Source: an optimization exercise on an open RTL-to-GDS flow (aim: small area). Production flows keep margins and buffers that such runs may drop. At most, simulation tests tie the RTL to the original design; equivalence was not proved. Power and IR drop assume default switching activity. No driver is modelled on the clock port, so clocking that relies on it looks cheaper here than on a real chip.

==> trial 9 <==
## mem_iso_top
module mem_iso_top
(
    input wire [4:0]                        axi_s_awid,
    input wire [32:0]                       axi_s_awaddr,
    input wire [7:0]                        axi_s_awlen,
    input wire [2:0]                        axi_s_awsize,
    input wire [1:0]                        axi_s_awburst,
    input wire                              axi_s_awvalid,
    output wire                             axi_s_awready,
    input wire [127:0]                      axi_s_wdata,
    input wire [15:0]                       axi_s_wstrb,
    input wire                              axi_s_wlast,
    input wire                              axi_s_wvalid,
    output wire                             axi_s_wready,
    output wire [4:0]                       axi_s_bid,
    output wire [1:0]                       axi_s_bresp,
    output wire                             axi_s_bvalid,
    input wire                              axi_s_bready,
    input wire [4:0]                        axi_s_arid,
    input wire [32:0]                       axi_s_araddr,
    input wire [7:0]                        axi_s_arlen,
    input wire [2:0]                        axi_s_arsize,
    input wire [1:0]                        axi_s_arburst,
    input wire                              axi_s_arvalid,
    output wire                             axi_s_arready,
    output wire [4:0]                       axi_s_rid,
    output wire [127:0]                     axi_s_rdata,
    output wire [1:0]                       axi_s_rresp,
    output wire                             axi_s_rlast,
    output wire                             axi_s_rvalid,
    input wire                              axi_s_rready,
    output wire [4:0]                       axi_m_awid,
    output wire [32:0]                      axi_m_awaddr,
    output wire [7:0]                       axi_m_awlen,
  ...
export LEC_CHECK = 0
export CAP_MARGIN = 20
export CORE_MARGIN = 2
export CORE_UTILIZATION = 60
export SLEW_MARGIN = 20
create_clock -name core_clock -period 5.5 [get_ports {aclk}]
standard.sh (not shown) runs the stock make flow with config.mk's settings and CLKGATE_MAP_FILE= SYNTH_SCRIPT=/design/flow/synth_recipe.tcl, a recipe that flattens the netlist after the stock synthesis.
==> flow/flow/run.sh <==
#!/bin/bash
# The standard layout (standard.sh) with these changes:
#  - synthesis: area-oriented ABC script (flow/area.abc, via flow/synth.tcl) and no hard
#    half/full-adder cells (ADDER_MAP_FILE empty), so ABC maps the adders too
#  - every port still gets a buffer, but a sky130_fd_sc_hd__buf_1
#  - CTS: clkbuf_16 leaf buffers driving clusters of up to 25 sinks within 120 um,
#    without dummy loads
# make's full output goes to standard.log; ORFS keeps each step's log under orfs/logs.
set -euo pipefail
W=$PWD
export AREA_ABC_SCRIPT=$W/flow/area.abc
export ADDER_MAP_FILE=
export BUFFER_PORTS_ARGS="-buffer_cell sky130_fd_sc_hd__buf_1"
export CTS_ARGS="-sink_clustering_enable -repair_clock_nets -dont_use_dummy_load -buf_list sky130_fd_sc_hd__clkbuf_16 -sink_clustering_size 25 -sink_clustering_max_diameter 120"
sed "s#SYNTH_SCRIPT=[^ ']*#SYNTH_SCRIPT=$W/flow/synth.tcl#" standard.sh > standard_area.sh
grep -q "SYNTH_SCRIPT=$W/flow/synth.tcl" standard_area.sh
bash standard_area.sh > standard.log 2>&1
==> flow/flow/area.abc <==
strash
ifraig
scorr
dc2
strash
dch -f
map -a
topo
strash
dch -f
amap
topo
==> flow/flow/synth.tcl <==
# The standard flow's synthesis script (synth_recipe.tcl) with one change: ABC maps the logic with
# the area-oriented script in $::env(AREA_ABC_SCRIPT) instead of ORFS's delay-driven one.
# Registers are mapped before ABC runs, so they are the standard synthesis's registers.
proc synth {args} { yosys synth -nofsm -noshare {*}$args }
proc abc {args} {
  set keep {}
  set skip 0
  foreach a $args {
    if {$skip} { set skip 0; continue }
    if {$a eq "-script" || $a eq "-D"} { set skip 1; continue }
    lappend keep $a
  }
  yosys abc -script $::env(AREA_ABC_SCRIPT) {*}$keep
}
source $::env(SCRIPTS_DIR)/synth.tcl
# left out here: clear keep_hierarchy, flatten, clean up, hide names made inside functions, write 1_2_yosys.v
==> inputs of trial 94, as changes to trial 9 <==
--- a/flow/design.v
+++ b/flow/design.v
@@ -123,21 +123,19 @@
     reg [3:0]   outst_trans;
     reg [23:0]  aw_tok;
     reg [23:0]  ar_tok;
     reg [3:0]   fifo_wp, fifo_rp;
     wire        fifo_empty = (fifo_wp == fifo_rp);
     wire        fifo_full = (fifo_wp[2:0] == fifo_rp[2:0]) && (fifo_wp[3] != fifo_rp[3]);
     wire [8:0]  aw_lenp1 = {1'b0, vaw_len} + 9'd1;
-    wire [16:0] aw_diff = {1'b0, aw_tok[23:8]} - {4'b0, aw_lenp1, 4'hF};
-    wire        aw_throttled = aw_diff[16];
+    wire        aw_throttled = {aw_lenp1, 4'hF} > aw_tok[23:8];
     wire        aw_dec = outst_trans[3] | aw_throttled;
     wire        w_dec = (outst_trans == 4'd0);
     wire [8:0]  ar_lenp1 = {1'b0, var_len} + 9'd1;
-    wire [12:0] ar_diff = {1'b0, ar_tok[23:12]} - {4'b0, ar_lenp1};
-    wire        ar_throttled = ar_diff[12];
+    wire        ar_throttled = ar_lenp1 > ar_tok[23:12];
     wire sh_awvalid = vaw_valid & ~aw_dec;
     wire sh_awready = saw_f ? 1'b0 : ~aw_dec;
     wire sh_wvalid  = vw_valid & ~w_dec;
     wire sh_wready  = ~sw_f & ~w_dec;
     wire sh_arvalid = var_valid & ~ar_throttled;
     wire sh_arready = ~sar_f & ~ar_throttled;
     reg         sticky_aw, sticky_ar;
@@ -209,18 +207,37 @@
         end
     end
     always @(posedge aclk) begin
         if (rst) vaw_valid <= 1'b0;
         else if (aw_push) vaw_valid <= 1'b1;
         else if (sh_awready) vaw_valid <= 1'b0;
     end
-    reg [7:0] fifo_mem [0:7];
-    wire [7:0] fifo_head = fifo_mem[fifo_rp[2:0]];
-    always @(posedge aclk) begin
-        if (aw_push) fifo_mem[fifo_wp[2:0]] <= axi_s_awlen;
+    reg [63:0] fifo_mem;
+    reg [7:0]  fifo_head;
+    always @(*) begin
+        case (fifo_rp[2:0])
+            3'd0: fifo_head = fifo_mem[7:0];
+            3'd1: fifo_head = fifo_mem[15:8];
+            3'd2: fifo_head = fifo_mem[23:16];
+            3'd3: fifo_head = fifo_mem[31:24];
+            3'd4: fifo_head = fifo_mem[39:32];
+            3'd5: fifo_head = fifo_mem[47:40];
+            3'd6: fifo_head = fifo_mem[55:48];
+            default: fifo_head = fifo_mem[63:56];
+        endcase
+    end
+    always @(posedge aclk) begin
+        if (aw_push & (fifo_wp[2:0] == 3'd0)) fifo_mem[7:0] <= axi_s_awlen;
+        if (aw_push & (fifo_wp[2:0] == 3'd1)) fifo_mem[15:8] <= axi_s_awlen;
+        if (aw_push & (fifo_wp[2:0] == 3'd2)) fifo_mem[23:16] <= axi_s_awlen;
+        if (aw_push & (fifo_wp[2:0] == 3'd3)) fifo_mem[31:24] <= axi_s_awlen;
+        if (aw_push & (fifo_wp[2:0] == 3'd4)) fifo_mem[39:32] <= axi_s_awlen;
+        if (aw_push & (fifo_wp[2:0] == 3'd5)) fifo_mem[47:40] <= axi_s_awlen;
+        if (aw_push & (fifo_wp[2:0] == 3'd6)) fifo_mem[55:48] <= axi_s_awlen;
+        if (aw_push & (fifo_wp[2:0] == 3'd7)) fifo_mem[63:56] <= axi_s_awlen;
     end
     reg [7:0] wcnt;
     wire w_acc = d_wvalid & v_wready;
     wire w_islast = (wcnt == fifo_head);
     wire fifo_pop = w_acc & w_islast;
     always @(posedge aclk) begin
         if (rst) begin
@@ -317,26 +334,34 @@
             aw_sum <= 13'd0;
             ar_sum <= 13'd0;
         end else begin
             aw_sum <= {({1'b0, w_fire ? w_add_back : 4'd0} + {1'b0, b_fire ? b_add_back : 4'd0} + {4'd0, aw_upd[8]}), aw_upd[7:0]};
             ar_sum <= {({1'b0, r_fire ? r_add_back : 4'd0} + {4'd0, ar_upd[8]}), ar_upd[7:0]};
         end
     end
-    wire [23:0] aw_base = aw_acc ? {aw_diff[15:0], aw_tok[7:0]} : aw_tok;
-    wire [24:0] aw_next = {1'b0, aw_base} + {12'd0, aw_sum};
+    wire [8:0]  aw_lo = {1'b0, aw_tok[7:0]} + {1'b0, aw_sum[7:0]};
+    wire [16:0] aw_k1 = {12'd0, aw_sum[12:8]} - {4'b0, aw_lenp1, 4'hF};
+    wire [16:0] aw_hi0 = {1'b0, aw_tok[23:8]} + {12'd0, aw_sum[12:8]} + {16'd0, aw_lo[8]};
+    wire [16:0] aw_hi1 = {1'b0, aw_tok[23:8]} + aw_k1 + {16'd0, aw_lo[8]};
+    wire [16:0] aw_hi = aw_acc ? aw_hi1 : aw_hi0;
+    wire [24:0] aw_next = {aw_hi, aw_lo[7:0]};
     wire aw_gt_init = {aw_tok[23:8], |aw_tok[7:0]} > {aw_init, 1'b0};
     always @(posedge aclk) begin
         if (rst) aw_tok <= 24'd0;
         else if (~saw_f & aw_gt_init & ~vaw_valid & w_dec) aw_tok <= {aw_init, 8'd0};
         else if (aw_next[24]) aw_tok <= 24'hFFFFFF;
         else aw_tok <= aw_next[23:0];
     end
     wire ar_acc_s = var_valid & ~sar_f & ~ar_throttled;
-    wire [23:0] ar_base = ar_acc_s ? {ar_diff[11:0], ar_tok[11:0]} : ar_tok;
-    wire [24:0] ar_next = {1'b0, ar_base} + {12'd0, ar_sum};
+    wire [12:0] ar_lo = {1'b0, ar_tok[11:0]} + {1'b0, ar_sum[11:0]};
+    wire [12:0] ar_k1 = {12'd0, ar_sum[12]} - {4'b0, ar_lenp1};
+    wire [12:0] ar_hi0 = {1'b0, ar_tok[23:12]} + {12'd0, ar_sum[12]} + {12'd0, ar_lo[12]};
+    wire [12:0] ar_hi1 = {1'b0, ar_tok[23:12]} + ar_k1 + {12'd0, ar_lo[12]};
+    wire [12:0] ar_hi = ar_acc_s ? ar_hi1 : ar_hi0;
+    wire [24:0] ar_next = {ar_hi, ar_lo[11:0]};
     wire ar_gt_init = {ar_tok[23:8], |ar_tok[7:0]} > {ar_init, 1'b0};
     always @(posedge aclk) begin
         if (rst) ar_tok <= 24'd0;
         else if (~sar_f & ar_gt_init & ~var_valid) ar_tok <= {ar_init, 8'd0};
         else if (ar_next[24]) ar_tok <= 24'hFFFFFF;
         else ar_tok <= ar_next[23:0];
     end
==> inputs of build 19, as changes to trial 9 <==
--- a/flow/design.v
+++ b/flow/design.v
@@ -105,23 +105,23 @@
     reg         vw_last;
     reg         var_valid;
     reg [4:0]   var_id;
     reg [32:0]  var_addr;
     reg [7:0]   var_len;
     reg [2:0]   var_size;
     reg [1:0]   var_burst;
-    reg         saw_v, saw_f, saw_fn;
+    reg         saw_v, saw_f;
     reg [50:0]  saw_d0, saw_d1;
-    reg         sw_v, sw_f, sw_fn;
+    reg         sw_v, sw_f;
     reg [144:0] sw_d0, sw_d1;
     reg         sb_v, sb_f;
     reg [6:0]   sb_d0, sb_d1;
-    reg         sar_v, sar_f, sar_fn;
+    reg         sar_v, sar_f;
     reg [50:0]  sar_d0, sar_d1;
-    reg         sr_v, sr_f, sr_fn;
+    reg         sr_v, sr_f;
     reg [135:0] sr_d0, sr_d1;
     wire        sr_out_last;
     reg [3:0]   outst_trans;
     reg [23:0]  aw_tok;
     reg [23:0]  ar_tok;
     reg [3:0]   fifo_wp, fifo_rp;
     wire        fifo_empty = (fifo_wp == fifo_rp);
@@ -340,26 +340,24 @@
         else if (ar_next[24]) ar_tok <= 24'hFFFFFF;
         else ar_tok <= ar_next[23:0];
     end
     always @(posedge aclk) begin
         if (rst) begin
             saw_v <= 1'b0;
             saw_f <= 1'b0;
-            saw_fn <= 1'b1;
         end else begin
             saw_v <= (sh_awvalid & ~saw_f) | saw_f | (saw_v & ~axi_m_awready);
             saw_f <= ~axi_m_awready & (saw_f | (saw_v & sh_awvalid));
-            saw_fn <= ~(~axi_m_awready & (saw_f | (saw_v & sh_awvalid)));
         end
     end
     always @(posedge aclk) begin
-        if (sh_awvalid & saw_fn) saw_d0 <= {vaw_id, vaw_addr, vaw_len, vaw_size, vaw_burst};
-        saw_d1 <= {axi_m_awid, axi_m_awaddr, axi_m_awlen, axi_m_awsize, axi_m_awburst};
+        if (sh_awvalid & ~saw_f) saw_d0 <= {vaw_id, vaw_addr, vaw_len, vaw_size, vaw_burst};
+        if (~saw_f) saw_d1 <= saw_d0;
     end
-    assign {axi_m_awid, axi_m_awaddr, axi_m_awlen, axi_m_awsize, axi_m_awburst} = (saw_d1 & {51{saw_f}}) | (saw_d0 & {51{saw_fn}});
+    assign {axi_m_awid, axi_m_awaddr, axi_m_awlen, axi_m_awsize, axi_m_awburst} = saw_f ? saw_d1 : saw_d0;
     assign axi_m_awvalid = saw_v;
     reg [7:0] awx_win;
     reg       awx_hi;
     always @(*) begin
         case (axi_m_awsize)
             3'd0: begin awx_win = axi_m_awaddr[7:0];  awx_hi = &axi_m_awaddr[11:8]; end
             3'd1: begin awx_win = axi_m_awaddr[8:1];  awx_hi = &axi_m_awaddr[11:9]; end
@@ -370,26 +368,24 @@
     end
     wire [8:0] awx_sum = {1'b0, axi_m_awlen} + {1'b0, awx_win};
     assign axi_m_awuser = (axi_m_awburst == 2'b01) && awx_hi && awx_sum[8];
     always @(posedge aclk) begin
         if (rst) begin
             sw_v <= 1'b0;
             sw_f <= 1'b0;
-            sw_fn <= 1'b1;
         end else begin
             sw_v <= (sh_wvalid & ~sw_f) | sw_f | (sw_v & ~axi_m_wready);
             sw_f <= ~axi_m_wready & (sw_f | (sw_v & sh_wvalid));
-            sw_fn <= ~(~axi_m_wready & (sw_f | (sw_v & sh_wvalid)));
         end
     end
     always @(posedge aclk) begin
-        if (sh_wvalid & sw_fn) sw_d0 <= {vw_data, vw_strb, vw_last};
-        sw_d1 <= {axi_m_wdata, axi_m_wstrb, axi_m_wlast};
+        if (sh_wvalid & ~sw_f) sw_d0 <= {vw_data, vw_strb, vw_last};
+        if (~sw_f) sw_d1 <= sw_d0;
     end
-    assign {axi_m_wdata, axi_m_wstrb, axi_m_wlast} = (sw_d1 & {145{sw_f}}) | (sw_d0 & {145{sw_fn}});
+    assign {axi_m_wdata, axi_m_wstrb, axi_m_wlast} = sw_f ? sw_d1 : sw_d0;
     assign axi_m_wvalid = sw_v;
     always @(posedge aclk) begin
         if (rst) begin
             sb_v <= 1'b0;
             sb_f <= 1'b0;
         end else begin
             sb_v <= (axi_m_bvalid & ~sb_f) | sb_f | (sb_v & ~d_bready);
@@ -402,26 +398,24 @@
     end
     assign axi_m_bready = ~sb_f;
     assign {axi_s_bid, axi_s_bresp} = sb_f ? sb_d1 : sb_d0;
     always @(posedge aclk) begin
         if (rst) begin
             sar_v <= 1'b0;
             sar_f <= 1'b0;
-            sar_fn <= 1'b1;
         end else begin
             sar_v <= (sh_arvalid & ~sar_f) | sar_f | (sar_v & ~axi_m_arready);
             sar_f <= ~axi_m_arready & (sar_f | (sar_v & sh_arvalid));
-            sar_fn <= ~(~axi_m_arready & (sar_f | (sar_v & sh_arvalid)));
         end
     end
     always @(posedge aclk) begin
-        if (sh_arvalid & sar_fn) sar_d0 <= {var_id, var_addr, var_len, var_size, var_burst};
-        sar_d1 <= {axi_m_arid, axi_m_araddr, axi_m_arlen, axi_m_arsize, axi_m_arburst};
+        if (sh_arvalid & ~sar_f) sar_d0 <= {var_id, var_addr, var_len, var_size, var_burst};
+        if (~sar_f) sar_d1 <= sar_d0;
     end
-    assign {axi_m_arid, axi_m_araddr, axi_m_arlen, axi_m_arsize, axi_m_arburst} = (sar_d1 & {51{sar_f}}) | (sar_d0 & {51{sar_fn}});
+    assign {axi_m_arid, axi_m_araddr, axi_m_arlen, axi_m_arsize, axi_m_arburst} = sar_f ? sar_d1 : sar_d0;
     assign axi_m_arvalid = sar_v;
     reg [7:0] arx_win;
     reg       arx_hi;
     always @(*) begin
         case (axi_m_arsize)
             3'd0: begin arx_win = axi_m_araddr[7:0];  arx_hi = &axi_m_araddr[11:8]; end
             3'd1: begin arx_win = axi_m_araddr[8:1];  arx_hi = &axi_m_araddr[11:9]; end
@@ -432,27 +426,25 @@
     end
     wire [8:0] arx_sum = {1'b0, axi_m_arlen} + {1'b0, arx_win};
     assign axi_m_aruser = (axi_m_arburst == 2'b01) && arx_hi && arx_sum[8];
     always @(posedge aclk) begin
         if (rst) begin
             sr_v <= 1'b0;
             sr_f <= 1'b0;
-            sr_fn <= 1'b1;
         end else begin
             sr_v <= (axi_m_rvalid & ~sr_f) | sr_f | (sr_v & ~d_rready);
             sr_f <= ~d_rready & (sr_f | (sr_v & axi_m_rvalid));
-            sr_fn <= ~(~d_rready & (sr_f | (sr_v & axi_m_rvalid)));
         end
     end
     always @(posedge aclk) begin
-        if (axi_m_rvalid & sr_fn) sr_d0 <= {axi_m_rid, axi_m_rdata, axi_m_rresp, axi_m_rlast};
-        sr_d1 <= {axi_s_rid, axi_s_rdata, axi_s_rresp, sr_out_last};
+        if (axi_m_rvalid & ~sr_f) sr_d0 <= {axi_m_rid, axi_m_rdata, axi_m_rresp, axi_m_rlast};
+        if (~sr_f) sr_d1 <= sr_d0;
     end
     assign axi_m_rready = ~sr_f;
-    assign {axi_s_rid, axi_s_rdata, axi_s_rresp, sr_out_last} = (sr_d1 & {136{sr_f}}) | (sr_d0 & {136{sr_fn}});
+    assign {axi_s_rid, axi_s_rdata, axi_s_rresp, sr_out_last} = sr_f ? sr_d1 : sr_d0;
     assign axi_s_rlast = sr_out_last;
     reg         c_wrdy;      
     reg [2:0]   c_widx;      
     reg         c_bvalid;
     reg         c_arrdy;
     reg [2:0]   c_ridx;      
     reg         c_rvalid;
==> flow/flow/run.sh (replaced) <==
#!/bin/bash
set -euo pipefail
export BUFFER_PORTS_ARGS="-buffer_cell sky130_fd_sc_hd__buf_1"
export CTS_ARGS="-sink_clustering_enable -repair_clock_nets -dont_use_dummy_load -buf_list sky130_fd_sc_hd__clkbuf_16 -sink_clustering_size 30 -sink_clustering_max_diameter 150"
export ADDER_MAP_FILE=
bash standard.sh > standard.log 2>&1
removed: flow/flow/area.abc
removed: flow/flow/synth.tcl
==> results.txt <==
Fmax: trial 94 > build 19 > trial 9.
Trial 9 completed, yet does not pass: negative setup slack. Trial 94 finished with timing, DRC and antenna clean. Build 19 finished with timing, DRC and antenna clean.
Area after synthesis, highest first: build 19, trial 94, trial 9.
Synthesized cell count: trial 9 is smaller than trial 94 (about 4%).
Global-route usage is about the same in trial 94 and trial 9.
In trial 94 the hold slack is lower than in trial 9, by 9.4 ps.
Of build 19 and trial 9, build 19 has the higher register-to-register slack (gap 1000 ps).
==> figures <==
                                                                   trial 9      trial 94      build 19
Met1 capacity usage during global routing                           35.51%        35.67%        31.07%
Run status                                                 failed layout checks  timing/DRC/antenna clean  timing/DRC/antenna clean
Layout check failures                                 negative setup slack             -             -
Die Width                                                         277.4 um      279.6 um      288.5 um
Arrival time reported for the critical path endpoint               6530 ps       4080 ps       4150 ps
Area of the die                                               0.07697 mm^2  0.07819 mm^2  0.08321 mm^2
CLK BUF                                                                 58            58            49
Iteration-0 DRC Markers                                               2556          1986          1722
Number of global-route vias before repair                           28.36k        28.80k        27.95k
Internal power                                                    15.16 mW      15.18 mW      14.73 mW
R2r worst-path depth                                                    41            37            13
Cell row count                                                         100           101           104
Worst min-delay path startpoint                                vw_data[70]  var_addr[26]   vw_data[96]
Sum of negative setup slack                                       -5638 ps          0 ps          0 ps
Max_slew headroom                                                   32.30%        27.96%        27.70%
The RTL of trial 9 and build 19 was laid out without a check of its function.

static timing again, ports no longer ideal:
How much do the figures lean on ideal ports? The routed layouts below were timed once more, with nothing changed but the port constraints.
Step 1 assumes that a clkbuf_16 drives the clock port and a buf_2 every other input.
Step 2 times the ports against the registers' clock, not the clock port: input delays grow and output delays shrink by t, the midpoint of the rising clock arrivals with the driver on.
Slacks: ideal / step 1 / step 2; pairs: ideal / step 1.
run	shift t [ns]	setup slack, ns	hold slack, ns	worst setup path at the end	worst data-port slew with drivers (ns)
trial 9	0.698	-0.451 / -0.451 / -0.451	0.415 / 0.415 / 0.415	register to register	0.12
trial 94	0.709	0.315 / 0.246 / 0.330	0.406 / 0.406 / 0.406	register to register	0.14
build 19	0.678	0.251 / 0.182 / 0.567	0.413 / 0.413 / 0.413	register to register	0.11
